Source: an optimization exercise on an open RTL-to-GDS flow (aim: small area). Production flows keep margins and buffers that such runs may drop.
RTL that was checked went through simulation tests only; none was proved equivalent to the original.
The RTL of run 3 was laid out without a check of its function.
Power figures rest on the tool's default switching activity, not on a simulated workload.

**flow/config.mk**
```make
export PLATFORM = sky130hd
export DESIGN_NAME = lcd1602_drive
export DESIGN_NICKNAME = lcd1602_drive
export VERILOG_FILES = /design/flow/design.v
export SDC_FILE = /design/flow/constraint.sdc
export NUM_CORES = 4
export LEC_CHECK = 0
export CAP_MARGIN = 20
export CORE_MARGIN = 2
export CORE_UTILIZATION = 40
export SLEW_MARGIN = 20
```
**flow/constraint.sdc**
```tcl
create_clock -name core_clock -period 20.0 [get_ports {clk}]
set_input_delay 4.0000 -clock core_clock [delete_from_list [all_inputs] [get_ports {clk}]]
set_output_delay 4.0000 -clock core_clock [all_outputs]
set_load 0.01 [all_outputs]
```
**flow/design.v**
```verilog
module lcd1602_drive(
	input  wire        clk,
	input  wire        rst_n,
	input  wire        user_show_flag,
	input  wire [15:0] user_addr_data,
	output reg         user_ready,
	output wire        show_done,
	output wire [7:0]  q_out,
	output wire        rs_out,
	output wire        en_out,
	output wire        rw_out
);
	reg  [14:0] s;
	reg  [1:0]  k;
	reg  [4:0]  x;
	reg         early;
	reg  [7:0]  cmd_r;
	reg  [7:0]  dat_r;
	wire tc     = ~s[0] & ~s[1] & ~s[2] & ~s[3] & ~s[4] & ~s[5] & ~s[6] & ~s[7] & ~s[8] & ~s[9] & s[11] & ~s[14];
	wire wcmd   = x == 5'd3;
	wire wdat   = x == 5'd4;
	wire idle   = x == 5'd5;
	wire last   = wdat && k == 2'd3 && tc;
	wire start  = user_show_flag && user_ready && (idle || last);
	wire jump   = (x == 5'd23 || x == 5'd27 || x == 5'd31) && k == 2'd1;
	always @(posedge clk) begin
		if (!rst_n) begin
			s <= 15'h0100;
			k <= 2'd3;
			x <= 5'd19;
		end else if (start) begin
			s <= 15'h0800;
			k <= 2'd3;
			x <= 5'd2;
		end else begin
			s <= tc ? 15'h01f0 : {s[13:0], s[14] ^ s[13]};
			if (tc) begin
				k <= jump ? 2'd0 : k + 2'd1;
				if ((k == 2'd3 || jump) && !idle)
					x <= x + 5'd1;
			end
		end
	end
	always @(posedge clk)
		early <= tc || (early && !s[3]);
	always @(posedge clk) begin
		if (!rst_n)
			user_ready <= 1'b0;
		else if (idle && s[9])
			user_ready <= 1'b1;
	end
	always @(posedge clk) begin
		if (start) begin
			cmd_r <= user_addr_data[15:8];
			dat_r <= user_addr_data[7:0];
		end
	end
	wire inwr  = x == 5'd20 || x == 5'd24 || x == 5'd28 || x == 5'd0 || x == 5'd1 || x == 5'd2 || x == 5'd3 || x == 5'd4;
	wire qwin  = inwr && !(k == 2'd0 && early);
	wire b54   = x == 5'd20 || x == 5'd24 || x == 5'd28 || x == 5'd0;
	wire b3    = x == 5'd20 || x == 5'd24 || x == 5'd28 || x == 5'd0 || x == 5'd1 || x == 5'd4;
	wire b2    = x == 5'd3 || x == 5'd4;
	wire b1    = x == 5'd3;
	wire b0    = x == 5'd2;
	wire [7:0] iq = {2'b00, b54, b54, b3, b2, b1, b0};
	wire [7:0] wq = wcmd ? cmd_r : wdat ? dat_r : 8'h00;
	assign q_out     = qwin ? (user_ready ? wq : iq) : 8'h00;
	assign en_out    = inwr && (k == 2'd1 || k == 2'd2);
	assign rs_out    = user_ready && wdat;
	assign show_done = user_ready && last;
	assign rw_out    = 1'b0;
endmodule
```
**flow/flow/run.sh**
```bash
#!/bin/bash
# Standard ORFS layout with three changes:
#  - after the standard synthesis, the combinational logic between the
#    registers is mapped again for area (remap.ys / remap.abc); every register
#    keeps its instance name and cell;
#  - port buffers are the smallest buffer (buf_1);
#  - the clock tree uses small buffers and no dummy loads.
# Each tool's output goes to a log file of its own here.
set -euo pipefail
here=$(pwd)
res=$here/orfs/results/$FLOW_PLATFORM/lcd1602_drive/base
export BUFFER_PORTS_ARGS="-buffer_cell sky130_fd_sc_hd__buf_1"
export CTS_ARGS="-sink_clustering_enable -repair_clock_nets -dont_use_dummy_load -root_buf sky130_fd_sc_hd__clkbuf_4 -buf_list sky130_fd_sc_hd__clkbuf_4"

bash standard.sh synth > standard_synth.log 2>&1

cp $res/1_2_yosys.v $here/std_1_2_yosys.v
lib=$FLOW_HOME/platforms/$FLOW_PLATFORM/lib/sky130_fd_sc_hd__tt_025C_1v80.lib
dontuse=$(sed -n '/^export DONT_USE_CELLS/,/^$/p' $FLOW_HOME/platforms/$FLOW_PLATFORM/config.mk \
  | grep -o 'sky130_fd_sc_hd__[a-z0-9_]*' | sed 's/^/-dont_use /' | tr '\n' ' ')
seq=$(grep -o 'sky130_fd_sc_hd__[a-z0-9_]*' $here/std_1_2_yosys.v | sort -u \
  | grep -E '__(dfxtp|edfxtp|dfrtp|dfstp|dfbbp|sdf|edf|dlx|dlr|conb)' | tr '\n' ' ')
cat > $here/remap.ys <<EOR
read_verilog $here/std_1_2_yosys.v
read_liberty -overwrite -ignore_miss_func $lib
blackbox $seq
hierarchy -top $FLOW_TOP
flatten
opt_clean
abc -script $here/flow/remap.abc -liberty $lib $dontuse
read_liberty -lib -overwrite $lib
opt_clean -purge
setundef -zero
hilomap -singleton -hicell sky130_fd_sc_hd__conb_1 HI -locell sky130_fd_sc_hd__conb_1 LO
splitnets
opt_clean -purge
check -assert
stat -liberty $lib
write_verilog -noattr -nohex -nodec $res/1_2_yosys.v
EOR
yosys -s $here/remap.ys > remap.log 2>&1
rm -f $res/1_synth.odb $res/1_synth.sdc

bash standard.sh > standard.log 2>&1
```
**flow/flow/remap.abc**
```
strash
balance -l; resub -K 6 -l; rewrite -l; resub -K 6 -N 2 -l; refactor -l; resub -K 8 -l; balance -l; resub -K 8 -N 2 -l; rewrite -l; resub -K 10 -l; rewrite -z -l; resub -K 10 -N 2 -l; balance -l; resub -K 12 -l; refactor -z -l; resub -K 12 -N 2 -l; rewrite -z -l; balance -l
dch -f
amap
topo
```
**flow/standard.sh**
```bash
#!/bin/bash
# synth_recipe.tcl (not shown) runs the flow's synth.tcl, then flattens the netlist and writes it again
# the make line also repeats each setting of config.mk as NAME=value (left out here)
make -C /OpenROAD-flow-scripts/flow DESIGN_CONFIG=/design/flow/config.mk WORK_HOME=/design/flow/orfs CLKGATE_MAP_FILE= SYNTH_SCRIPT=/design/flow/synth_recipe.tcl "${@:-finish}"
```
==> results of run 1 <==
==> cell type report <==
class | count | area share
clock buffers | 5 | 0.0220
multi-input cells | 96 | 0.281
well taps | 48 | 0.0352
flip-flops and latches | 40 | 0.563
repair buffers | 31 | 0.0704
inverters | 13 | 0.0286
==> per-layer routing <==
layer | share of wire | vias to the layer above
met3 | 0.037 | 7
met1 | 0.47 | 522
met5 | 0 | -
met4 | 0.016 | 0
li1 | - | 594
met2 | 0.48 | 23
==> worst max-delay path by stage <==
stage | slack (ps) | start | cells after the start | endpoint
floorplan | 14050 | x[4]$_SDFFE_PN1P_ | 7 | q_out[1]
global placement | 13830 | x[4]$_SDFFE_PN1P_ | 8 | q_out[1]
detailed placement | 13710 | x[4]$_SDFFE_PN1P_ | 8 | q_out[1]
global route | 12830 | x[4]$_SDFFE_PN1P_ | 8 | q_out[1]
finish | 13310 | x[4]$_SDFFE_PN1P_ | 8 | q_out[1]
CTS | 13310 | x[4]$_SDFFE_PN1P_ | 8 | q_out[1]
==> stage by stage <==
step / total power, mW / worst slack [ps] / hold slack (ps) / utilization / area [um^2]
after floorplan: 0.0899 / 14050 / 397 / - / 1490
after global placement: 0.0918 / 13830 / 423 / 0.463 / 1670
after detailed placement: 0.0919 / 13710 / 422 / 0.463 / 1670
after CTS: 0.126 / 13310 / 441 / 0.473 / 1710
after global routing: 0.130 / 12830 / 466 / 0.473 / 1710
final: 0.124 / 13310 / 438 / 0.473 / 1710
==> sequential cells by signal (all words and copies together), names as in the netlist <==
name / cells
x: 5
s: 15
k: 2
cmd_r: 8
dat_r: 8
user_ready: 1
early: 1
==> placed cells by master (no fill, tap or decap), drive strengths merged, types with 5 or more instances in the layout <==
| cell | count |
|---|---|
| nand2 | 12 |
| buf | 31 |
| edfxtp | 16 |
| o21ai | 12 |
| dfxtp | 24 |
| nor3 | 9 |
| clkbuf | 5 |
| a21oi | 5 |
| nor2 | 31 |
| nor2b | 6 |
| clkinv | 13 |
==> worst register-to-register path, cell delays in order (launching register included) <==
cell      delay (ps)
dfxtp_1          320
or4_1            510
nor3_1           700
clkinv_1         350
nor2_1           240
o21ai_0          170
nor2_1           190
and2_0           210
nand2_1           90
clkinv_1          60
o221ai_1         100
==> power breakdown <==
part	total [mW]	switching [mW]	internal (mW)	leakage (nW)
combinational	0.00382	0.00216	0.00166	0.204
clock	0.0345	0.0227	0.0118	0.0230
sequential	0.0861	0.000579	0.0855	0.339
total	0.124	0.0255	0.0990	0.565
==> results.ini, run 1 <==
[global_route]
first_global_vias=1078
busiest_layer=met2
antenna_found_initial=0
globalRouteOverflowTotal=0
grtUsageMet2=0.233
grt_pass1_wl_um=4750
grt.total_usage=0.149
grt_util_met1=0.190
grt_max_degree=20
met3_usage=0.0382

[finish]
instances_no_fill=233
syn_to_final_growth_pct=14.6
regArea_um2=961
final_nets=206
multiInputGateArea_um2=479
antenna_cells=0
drive_above_1_share=0.0324
fillers=356

[run_status]
status=timing/DRC/antenna clean

[critical_path]
arrival_ps=2690
max_stage_delay_ps=710
path_delay_family=simple AND/OR/NAND/NOR gates
crit_fanout=8
r2r_start=s[2]$_SDFF_PP0_
critPathKind=register to output port
worstPathCellList=or2_0, nand2b_1, nor3_1, clkinv_1, nor2_1, nand2_1, a21oi_1, buf_1
critPathBufInv=2
worstSetupEndpointType=output port
critical_path.slowest_cell=nor3_1
start_kind=register
reg2reg_depth=10
ff2ff_setup_slack_ps=16930
crit_required_ps=16000
r2r_end=x[4]$_SDFFE_PN1P_

[clock_network]
clk_latency_ps=330
cts-root-buf=clkbuf_4
cts_resized=0
cts_buffer_depth=2
clock_sinks=40
cts_tree=yes
postCtsSetupBuffers=0
cts_hold_buf=0
cts_inserted_buffers=5
htreeDepth=2
clk_pin_slew_ps=110

[timing]
finalCriticalPeriod_ps=6690
max_slew_margin=0.393
period_share=0.334
hold_viol_final=0
tns_ps=0
worst_pin_slew_ps=904
fmaxAchievable_mhz=150
final_max_slew_viol_count=0
final-setup-viol-count=0
grt_setup_unrepaired=no
skew_ps=20.6

[floorplanning]
die_y_um=65.0
rows=22
die_w_um=65.0
dieArea_mm2=0.00423
coreArea_mm2=0.00361
ioPinCount=32
start_util=0.413

[place]
hpwlAfterDp_um=2140
gp_congestion=0.789
dp_cells=228
port_buffers=30

[power]
leakage_nw=0.565
powerDensity_mw_per_mm2=72.9
vdd_ir_drop_max_mv=0.0398

[route]
wl_per_cell_um=12.2
dr.pass1.iters=4
drt_iter0_drc=88
viasPerCell=4.92
final_antenna_net_count=0
drc=0
routed_wl_um=2850
vias=1146

[synth]
yosysWarnings=1
syn_area_mm2=0.00149
synth.avg_cell_area_um2=9.99
syn_nets=168
syn_inst=149

[min_path]
min_path_cells=2
hold_path.class=register to register
worstHoldStart=s[11]$_SDFF_PN0_
holdPathEnd=s[12]$_SDFF_PP0_

[run]
cap_viol_max_count=0

==> run 2, diff against run 1 <==
--- a/flow/config.mk
+++ b/flow/config.mk
@@ -8,4 +8,6 @@
 export CAP_MARGIN = 20
 export CORE_MARGIN = 2
-export CORE_UTILIZATION = 40
+export CORE_UTILIZATION = 75
+export GPL_TIMING_DRIVEN = 0
+export PLACE_DENSITY = 0.85
 export SLEW_MARGIN = 20
==> run 2 against run 1 <==
Effect of this change:
- flip-flop and latch count did not move
- worst setup slack got worse by 130 ps
- clock power rose by 1%
- non-clock buffer count fell by 1
- critical endpoint unchanged
- die area fell by 44%
- maximum frequency fell by 1.9%
- total power rose by 0.49%
- combinational power rose by 5%
==> results.ini, run 2 <==
[critical_path]
ff2ff_setup_slack_ps=16330
max_stage_delay_ps=730
crit_fanout=8
path_depth=8
r2r_end=s[1]$_SDFF_PP0_
arrival_ps=2820
reg2reg_depth=9
crit_path_start=x[4]$_SDFFE_PN1P_
start_kind=register
path_delay_family=simple AND/OR/NAND/NOR gates
critical_path.slowest_cell=nor3_1
crit_required_ps=16000
worstSetupEndpointType=output port
critPathBufInv=2
r2r_start=s[14]$_SDFF_PP0_
critPathKind=register to output port
worstPathCellList=or2_0, nand2b_1, nor3_1, clkinv_1, nor2_1, nand2_1, a21oi_1, buf_1
endpoint=q_out[1]

[timing]
final-setup-viol-count=0
worst_pin_slew_ps=968
finalCriticalPeriod_ps=6820
max_slew_margin=0.350
final_max_slew_viol_count=0
skew_ps=11.0
hold_viol_final=0
tns_ps=0
period_share=0.341
fmaxAchievable_mhz=147
grt_setup_unrepaired=no

[route]
drc=0
viasPerCell=5.97
final_antenna_net_count=0
wl_per_cell_um=15.9
vias=1260
dr.pass1.iters=5
routed_wl_um=3350
drt_iter0_drc=60

[clock_network]
clk_pin_slew_ps=100
cts_tree=yes
htreeDepth=2
cts_resized=0
cts-root-buf=clkbuf_4
cts_hold_buf=0
cts_inserted_buffers=5
cts_buffer_depth=2
postCtsSetupBuffers=0
clk_latency_ps=340
clock_sinks=40

[finish]
top_regs=s (15), cmd_r (8), dat_r (8)
utilization=0.872
final_nets=205
largest_reg_flops=15
antenna_cells=0
drive_above_1_share=0.0326
layout_common_cells=nor2_1 (30), buf_1 (30), dfxtp_1 (24)
fillers=111
largest_register=s
syn_to_final_growth_pct=12.5

[run_status]
status=timing/DRC/antenna clean

[global_route]
antenna_found_initial=0
globalRouteOverflowTotal=0
first_global_vias=1211
grt_max_degree=21
grt.total_usage=0.329
grt_pass1_wl_um=5650

[min_path]
hold_path.class=register to register

[floorplanning]
rows=16
coreArea_mm2=0.00192
die_y_um=48.6
ioPinCount=32
dieArea_mm2=0.00236
start_util=0.775
die_w_um=48.6

[power]
powerDensity_mw_per_mm2=74.6
leakage_nw=0.560
vdd_ir_drop_max_mv=0.0664

[place]
gp_congestion=0.905
hpwlAfterDp_um=2280
port_buffers=30

[synth]
syn_nets=168
yosysWarnings=1
syn_inst=149
syn_area_mm2=0.00149
synth.avg_cell_area_um2=9.99

[run]
cap_viol_max_count=0

run 2: cell types whose count changed in the layout (fill, tap and decap cells not counted):
cell and change:
nor2_1 -1, nor2_2 +1, buf_4 -1
run 2: final cells by class:
| cell class | instances | area [um^2] | share of cell area |
|---|---|---|---|
| inverter | 13 | 48.8 | 0.0291 |
| timing repair buffer | 30 | 113 | 0.0672 |
| clock buffer | 5 | 37.5 | 0.0224 |
| tap | 27 | 33.8 | 0.0202 |
| sequential | 40 | 961 | 0.574 |
| multi-input combinational | 96 | 482 | 0.288 |
run 2: metrics by stage:
stage / total power, mW / instance area, um^2 / hold slack, ps / cells / setup slack, ps
3_5_place_dp: 0.0919 / 1640 / 443 / 206 / 13690
6_report: 0.125 / 1680 / 454 / 211 / 13180
5_1_grt: 0.128 / 1680 / 478 / 211 / 12840
4_1_cts: 0.125 / 1680 / 455 / 211 / 13250
3_3_place_gp: 0.0915 / 1640 / 416 / 206 / 13790
2_1_floorplan: 0.0899 / 1490 / 397 / 149 / 14050
run 2: worst register-to-register path, stage by stage (launching register included):
cell      delay (ps)
dfxtp_1          350
or4_1            540
nor3_1           790
nand2_1          220
nor2_1           170
o21ai_0          130
nor2_2           730
nor2_1           270
clkinv_1         260
nor2b_1           90
run 2: per-layer routing:
| metal | wire, um | up-vias | global-route usage | part of all wire |
|---|---|---|---|---|
| met2 | 1710 | 85 | 0.549 | 0.51 |
| li1 | - | 586 | - | - |
| met1 | 1240 | 568 | 0.388 | 0.37 |
| met4 | 134 | 0 | 0.162 | 0.040 |
| met5 | 0 | - | 0 | 0 |
| met3 | 263 | 21 | 0.102 | 0.079 |
run 2: power breakdown:
part	internal (mW)	total (mW)	switching (mW)
registers	0.0855	0.0862	0.000651
clock network	0.0118	0.0349	0.0231
logic	0.00167	0.00400	0.00233
total	0.0990	0.125	0.0261
run 2: worst min path at each step:
stage / from / to / slack (ps) / cells after the start
finish: s[2]$_SDFF_PP0_ / s[3]$_SDFF_PP0_ / 450 / 1
global route: s[2]$_SDFF_PP0_ / s[3]$_SDFF_PP0_ / 480 / 1
CTS: s[2]$_SDFF_PP0_ / s[3]$_SDFF_PP0_ / 450 / 1
detailed placement: s[11]$_SDFF_PN0_ / s[12]$_SDFF_PP0_ / 440 / 2
global placement: s[11]$_SDFF_PN0_ / s[12]$_SDFF_PP0_ / 420 / 2
floorplan: s[11]$_SDFF_PN0_ / s[12]$_SDFF_PP0_ / 400 / 2
==> run 3, diff against run 2 <==
==> flow/design.v (replaced) <==
module lcd1602_drive(
	input  wire        clk,
	input  wire        rst_n,
	input  wire        user_show_flag,
	input  wire [15:0] user_addr_data,
	output reg         user_ready,
	output wire        show_done,
	output wire [7:0]  q_out,
	output wire        rs_out,
	output wire        en_out,
	output wire        rw_out
);
	reg  [14:0] s_q;     
	wire [14:0] s = s_q ^ 15'h5555;
	reg  [1:0]  k_q;    
	wire [1:0]  k = k_q ^ 2'h2;
	reg  [1:0]  ph_q;    
	wire [1:0]  ph = ph_q ^ 2'h3;
	reg  [2:0]  w_q;    
	wire [2:0]  w = w_q ^ 3'h1;
	reg         early;
	reg  [7:0]  cmd_r;
	reg  [7:0]  dat_r;
	wire tc     = s[2] & ~s[3] & ~s[4] & ~s[5] & ~s[6] & ~s[7] & ~s[9] & ~s[10] & ~s[11] & ~s[12] & ~s[13] & ~s[14];
	wire wr     = ph == 2'd0;
	wire idle   = ph == 2'd1 && w == 3'd7;
	wire last   = wr && w == 3'd7 && k == 2'd3 && tc;
	wire start  = user_show_flag && user_ready && (idle || last);
	wire jump   = ph == 2'd3 && k == 2'd1;
	wire pause  = w[2] ? (w[1] & w[0]) : ~(w[1] & w[0]);    
	always @(posedge clk) begin
		if (!rst_n) begin
			s_q <= 15'h1555;
			k_q  <= 2'h2 ^ (2'd1);
			ph_q <= 2'h3 ^ (2'd3);
			w_q  <= 3'h1 ^ (3'd7);
		end else if (start) begin
			s_q <= 15'h5551;
			k_q  <= 2'h2 ^ (2'd1);
			ph_q <= 2'h3 ^ (2'd3);
			w_q  <= 3'h1 ^ (3'd5);
		end else begin
			s_q <= 15'h5555 ^ (tc ? 15'h5400 : {s[13:0], s[14] ^ s[13]});
			if (tc) begin
				k_q <= 2'h2 ^ (jump ? 2'd0 : k + 2'd1);
				if (k == 2'd3 || jump) begin
					if (wr) begin
						if (pause) ph_q <= 2'h3 ^ (2'd1);
						else       w_q  <= 3'h1 ^ (w + 3'd1);
					end else if (!idle) begin
						ph_q <= 2'h3 ^ (ph + 2'd1);
						if (ph == 2'd3) w_q <= 3'h1 ^ (w + 3'd1);
					end
				end
			end
		end
	end
	always @(posedge clk)
		early <= tc || (early && !s[8]);
	always @(posedge clk) begin
		if (!rst_n)
			user_ready <= 1'b0;
		else if (idle && s[0])
			user_ready <= 1'b1;
	end
	always @(posedge clk) begin
		if (start) begin
			cmd_r <= user_addr_data[15:8];
			dat_r <= user_addr_data[7:0];
		end
	end
	wire qwin = wr && !(k == 2'd0 && early);
	wire b54  = ~w[2];
	wire b3   = ~w[2] | ~(w[1] ^ w[0]);
	wire b2   = w[2] & w[1];
	wire b1   = w[2] & w[1] & ~w[0];
	wire b0   = w[2] & ~w[1] & w[0];
	wire [7:0] iq = {2'b00, b54, b54, b3, b2, b1, b0};
	wire [7:0] wq = w[0] ? dat_r : cmd_r;
	assign q_out     = qwin ? (user_ready ? wq : iq) : 8'h00;
	assign en_out    = wr && (k[0] ^ k[1]);
	assign rs_out    = user_ready && wr && w[0];
	assign show_done = user_ready && last;
	assign rw_out    = 1'b0;
endmodule
--- a/flow/config.mk
+++ b/flow/config.mk
@@ -8,6 +8,5 @@
 export CAP_MARGIN = 20
 export CORE_MARGIN = 2
-export CORE_UTILIZATION = 75
+export CORE_UTILIZATION = 40
 export GPL_TIMING_DRIVEN = 0
-export PLACE_DENSITY = 0.85
 export SLEW_MARGIN = 20
==> run 3 against run 2 <==
Effect of this change:
- global-route usage decreased by 17 points
- hold slack got worse by 57 ps
- wire length decreased by 10%
- largest cell class unchanged
- synthesized cell count decreased by 6.0%
- non-clock buffer count increased by 1
- maximum frequency increased by 14%
- cell count increased by 5.2%
- cell area increased by 0.15%
- first-iteration DRC count decreased by 38%
==> results.ini, run 3 <==
[global_route]
globalRouteOverflowTotal=0
grt.total_usage=0.159
antenna_found_initial=0
first_global_vias=1057
grt_pass1_wl_um=4950
grt_max_degree=13

[finish]
largest_reg_flops=15
multiInputGateArea_um2=445
top_regs=s_q (15), cmd_r (8), dat_r (8)
final_nets=197
regArea_um2=961
instances_no_fill=222
largest_register=s_q
drive_above_1_share=0.0398
antenna_cells=0
design_area_mm2=0.00168
fillers=349
utilization=0.491
final_common_cell=nor2_1
syn_to_final_growth_pct=15.6
layout_common_cells=nor2_1 (34), buf_1 (30), dfxtp_1 (24)

[place]
hpwlAfterDp_um=2230
port_buffers=30
pre_cts_ws_ps=14270
placed_cell_area_mm2=0.00164
gp_congestion=0.778
dp_cells=217

[clock_network]
cts_buffer_depth=2
htreeDepth=2
clk_pin_slew_ps=110
cts_inserted_buffers=5
cts_tree=yes
clk_latency_ps=340
cts_resized=0
clock_sinks=40
cts-root-buf=clkbuf_4
cts_hold_buf=0
postCtsSetupBuffers=0

[route]
drt_iter0_drc=37
routed_wl_um=3010
dr.pass1.iters=5
wl_per_cell_um=13.5
viasPerCell=5.13
final_antenna_net_count=0
vias=1139
drc=0

[synth]
syn_area_mm2=0.00145
syn_inst=140
yosysWarnings=1
syn_nets=159
synth.avg_cell_area_um2=10.4

[timing]
tns_ps=0
max_slew_margin=0.569
final-setup-viol-count=0
grt_setup_unrepaired=no
fmaxAchievable_mhz=167
finalCriticalPeriod_ps=5990
hold_slack_ps=398
final_max_slew_viol_count=0
skew_ps=25.2
worst_pin_slew_ps=644
period_share=0.299
hold_viol_final=0
post-route-worst-setup-slack_ps=14010

[run]
cap_viol_max_count=0

[floorplanning]
ioPinCount=32
dieArea_mm2=0.00413
rows=21
die_y_um=64.2
start_util=0.425
die_w_um=64.2
coreArea_mm2=0.00342

[power]
total_power_mw=0.127
leakage_nw=0.558
vdd_ir_drop_max_mv=0.0573
powerDensity_mw_per_mm2=75.6

[critical_path]
start_kind=register
arrival_ps=1990
crit_required_ps=16000
worstSetupEndpointType=output port
critPathKind=register to output port
crit_fanout=12

[min_path]
hold_path.class=register to register

[run_status]
status=timing/DRC/antenna clean

run 3: routing by layer:
layer | routed length (um) | global-route usage | share of wire
met5 | 0 | 0 | 0
met3 | 157 | 0.0581 | 0.052
met4 | 30 | 0.0638 | 0.010
met1 | 1420 | 0.219 | 0.47
met2 | 1400 | 0.228 | 0.47
run 3: cell type report:
class	count	area share
flip-flops and latches	40	0.573
multi-input cells	87	0.265
repair buffers	31	0.0761
well taps	46	0.0343
inverters	13	0.0291
clock buffers	5	0.0224
run 3: critical path: stages, from the launching register on:
cell and delay, ps:
dfxtp_1 610, clkinv_1 430, nand2_1 250, nor4_1 70, nand2_1 120, nor2_1 60, buf_1 120
run 3: final timing paths:
check,from,end,slack (ps),depth (start not counted)
hold reg to reg,s_q[5]$_SDFF_PP0_,s_q[6]$_SDFF_PP1_,400,1
setup / recovery,w_q[0]$_SDFFE_PP0P_,show_done,14010,6
setup reg to reg,w_q[0]$_SDFFE_PP0P_,w_q[0]$_SDFFE_PP0P_,16870,8
hold / removal,s_q[5]$_SDFF_PP0_,s_q[6]$_SDFF_PP1_,400,1
run 3: power breakdown:
| group | total [mW] | leakage, nW | switching [mW] | internal, mW |
|---|---|---|---|---|
| Clock | 0.0339 | 0.0230 | 0.0221 | 0.0118 |
| Sequential | 0.0871 | 0.339 | 0.00103 | 0.0861 |
| Combinational | 0.00590 | 0.196 | 0.00362 | 0.00228 |
| Total | 0.127 | 0.558 | 0.0267 | 0.100 |
==> run 4, diff against run 3 <==
--- a/flow/design.v
+++ b/flow/design.v
@@ -13,10 +13,7 @@
 	reg  [14:0] s_q;     
 	wire [14:0] s = s_q ^ 15'h5555;
-	reg  [1:0]  k_q;    
-	wire [1:0]  k = k_q ^ 2'h2;
-	reg  [1:0]  ph_q;    
-	wire [1:0]  ph = ph_q ^ 2'h3;
-	reg  [2:0]  w_q;    
-	wire [2:0]  w = w_q ^ 3'h1;
+	reg  [1:0]  k;
+	reg  [1:0]  ph;
+	reg  [2:0]  w;
 	reg         early;
 	reg  [7:0]  cmd_r;
@@ -32,23 +29,23 @@
 		if (!rst_n) begin
 			s_q <= 15'h1555;
-			k_q  <= 2'h2 ^ (2'd1);
-			ph_q <= 2'h3 ^ (2'd3);
-			w_q  <= 3'h1 ^ (3'd7);
+			k  <= 2'd1;
+			ph <= 2'd3;
+			w  <= 3'd7;
 		end else if (start) begin
 			s_q <= 15'h5551;
-			k_q  <= 2'h2 ^ (2'd1);
-			ph_q <= 2'h3 ^ (2'd3);
-			w_q  <= 3'h1 ^ (3'd5);
+			k  <= 2'd1;
+			ph <= 2'd3;
+			w  <= 3'd5;
 		end else begin
 			s_q <= 15'h5555 ^ (tc ? 15'h5400 : {s[13:0], s[14] ^ s[13]});
 			if (tc) begin
-				k_q <= 2'h2 ^ (jump ? 2'd0 : k + 2'd1);
+				k <= jump ? 2'd0 : k + 2'd1;
 				if (k == 2'd3 || jump) begin
 					if (wr) begin
-						if (pause) ph_q <= 2'h3 ^ (2'd1);
-						else       w_q  <= 3'h1 ^ (w + 3'd1);
+						if (pause) ph <= 2'd1;
+						else       w  <= w + 3'd1;
 					end else if (!idle) begin
-						ph_q <= 2'h3 ^ (ph + 2'd1);
-						if (ph == 2'd3) w_q <= 3'h1 ^ (w + 3'd1);
+						ph <= ph + 2'd1;
+						if (ph == 2'd3) w <= w + 3'd1;
 					end
 				end
==> run 4 against run 3 <==
Effect of this change:
- still clean
- die area up 0.81%
- cell area fell by 0.37%
- worst setup slack got worse by 380 ps
- cell count unchanged
- hold slack worse by 20 ps
- synthesized cell count rose by 0.71%
- clock-buffer cell count is the same
- sequential power barely moved
- global-route usage fell by 0.71 points
- maximum frequency down 5.9%
- wire length down 5.9%
- via count stayed put
- critical path type unchanged
- largest cell class unchanged
==> results.ini, run 4 <==
[finish]
final_nets=197
final_common_cell=buf_1
syn_to_final_growth_pct=14.2
top_regs=s_q (15), cmd_r (8), dat_r (8)
drive_above_1_share=0.0284
layout_common_cells=buf_1 (30), nor2_1 (25), dfxtp_1 (24)
largest_reg_flops=15
largest_register=s_q
antenna_cells=0

[route]
drt_iter0_drc=51
viasPerCell=5.13
dr.pass1.iters=4
vias=1139
routed_wl_um=2830
drc=0
wl_per_cell_um=12.8
final_antenna_net_count=0

[timing]
max_slew_margin=0.458
tns_ps=0
final-setup-viol-count=0
worst_pin_slew_ps=811
skew_ps=23.5
fmaxAchievable_mhz=157
finalCriticalPeriod_ps=6360
hold_viol_final=0
period_share=0.318
hold_slack_ps=378
final_max_slew_viol_count=0
grt_setup_unrepaired=no

[floorplanning]
ioPinCount=32
die_y_um=64.5
die_w_um=64.5
rows=21
coreArea_mm2=0.00342
dieArea_mm2=0.00416
start_util=0.429

[run]
cap_viol_max_count=0

[run_status]
status=timing/DRC/antenna clean

[critical_path]
arrival_ps=2360
start_kind=register
crit_fanout=6
crit_required_ps=16000
worstSetupEndpointType=output port
critPathKind=register to output port

[power]
vdd_ir_drop_max_mv=0.0426
leakage_nw=0.560
powerDensity_mw_per_mm2=76.0

[clock_network]
clk_pin_slew_ps=100
clock_sinks=40
cts_resized=0
cts-root-buf=clkbuf_4
htreeDepth=2
cts_hold_buf=0
cts_inserted_buffers=5
cts_buffer_depth=2
postCtsSetupBuffers=0
clk_latency_ps=340
cts_tree=yes

[global_route]
globalRouteOverflowTotal=0
grt.total_usage=0.152
first_global_vias=1106
grt_max_degree=20
grt_util_met1=0.203
grt_pass1_wl_um=4860
antenna_found_initial=0
met3_usage=0.0486
grtUsageMet2=0.237
busiest_layer=met2

[place]
port_buffers=30
hpwlAfterDp_um=2090
gp_congestion=0.804

[min_path]
hold_path.class=register to register

[synth]
yosysWarnings=1
syn_area_mm2=0.00146
synth.avg_cell_area_um2=10.4
syn_inst=141
syn_nets=160

-- run 4: worst paths after layout --
kind | end | cells after the start | from | slack, ps
max | show_done | 10 | s_q[13]$_SDFF_PP0_ | 13640
min | s_q[4]$_SDFF_PP1_ | 1 | s_q[3]$_SDFF_PP0_ | 380
max reg2reg | k[1]$_SDFFE_PP0P_ | 14 | s_q[13]$_SDFF_PP0_ | 16300
min reg2reg | s_q[4]$_SDFF_PP1_ | 1 | s_q[3]$_SDFF_PP0_ | 380
-- run 4: layer usage --
metal / part of all wire / wire length, um
met4: 0.011 / 32
met1: 0.48 / 1350
met5: 0 / 0
met3: 0.043 / 123
met2: 0.47 / 1330
-- run 4: cell type report --
cell class                 instances  area (um^2)
fill                             335         1740
timing repair buffer              30          113
sequential                        40          961
inverter                          16         60.1
multi-input combinational         85          443
tap                               46         57.6
clock buffer                       5         37.5
-- run 4: where the power goes --
| part | leakage (nW) | switching [mW] | internal (mW) |
|---|---|---|---|
| clock | 0.0230 | 0.0227 | 0.0118 |
| sequential | 0.339 | 0.000923 | 0.0860 |
| combinational | 0.198 | 0.00332 | 0.00230 |
-- run 4: per-stage QoR --
stage	util	total power, mW	area [um^2]	std cells	setup WS (ps)
6_report	0.489	0.127	1670	222	13640
3_3_place_gp	0.478	0.0943	1630	217	13690
3_5_place_dp	0.478	0.0945	1630	217	13720
4_1_cts	0.489	0.128	1670	222	13670
2_1_floorplan	-	0.0921	1460	141	14310
5_1_grt	0.489	0.133	1670	222	13400
-- run 4: worst max-delay path: stages, from the launching register on --
cell and delay [ps]:
dfxtp_1 330, clkinv_1 50, nand2_1 70, nor4_1 260, nand4_1 300, clkinv_1 190, nand2_1 70, o41ai_1 90
nand2_1 210, nor4_1 270, buf_1 190

## what the ideal ports hide
The results above use ideal ports. As a check the final layouts listed here were re-extracted and re-timed, cells and wires unchanged. Step 1 assumes that a clkbuf_16 drives the clock port and a buf_2 every other input. Step 2, shift: input delay + t, output delay - t, t = (earliest + latest rising clock arrival at the registers) / 2. This alone moves slack from input paths to output paths. Slacks: ideal / step 1 / step 2; pairs: ideal / step 1.
run | t (ns) | setup slack, ns | worst slew at a driven data input, ns
run 1 | 0.346 | 13.314 / 13.292 / 13.638 | 0.03
run 2 | 0.356 | 13.184 / 13.163 / 13.520 | 0.05
run 3 | 0.348 | 14.014 / 13.990 / 14.252 | 0.03
run 4 | 0.350 | 13.636 / 13.614 / 13.725 | 0.04
After both steps every run listed still meets setup and hold.
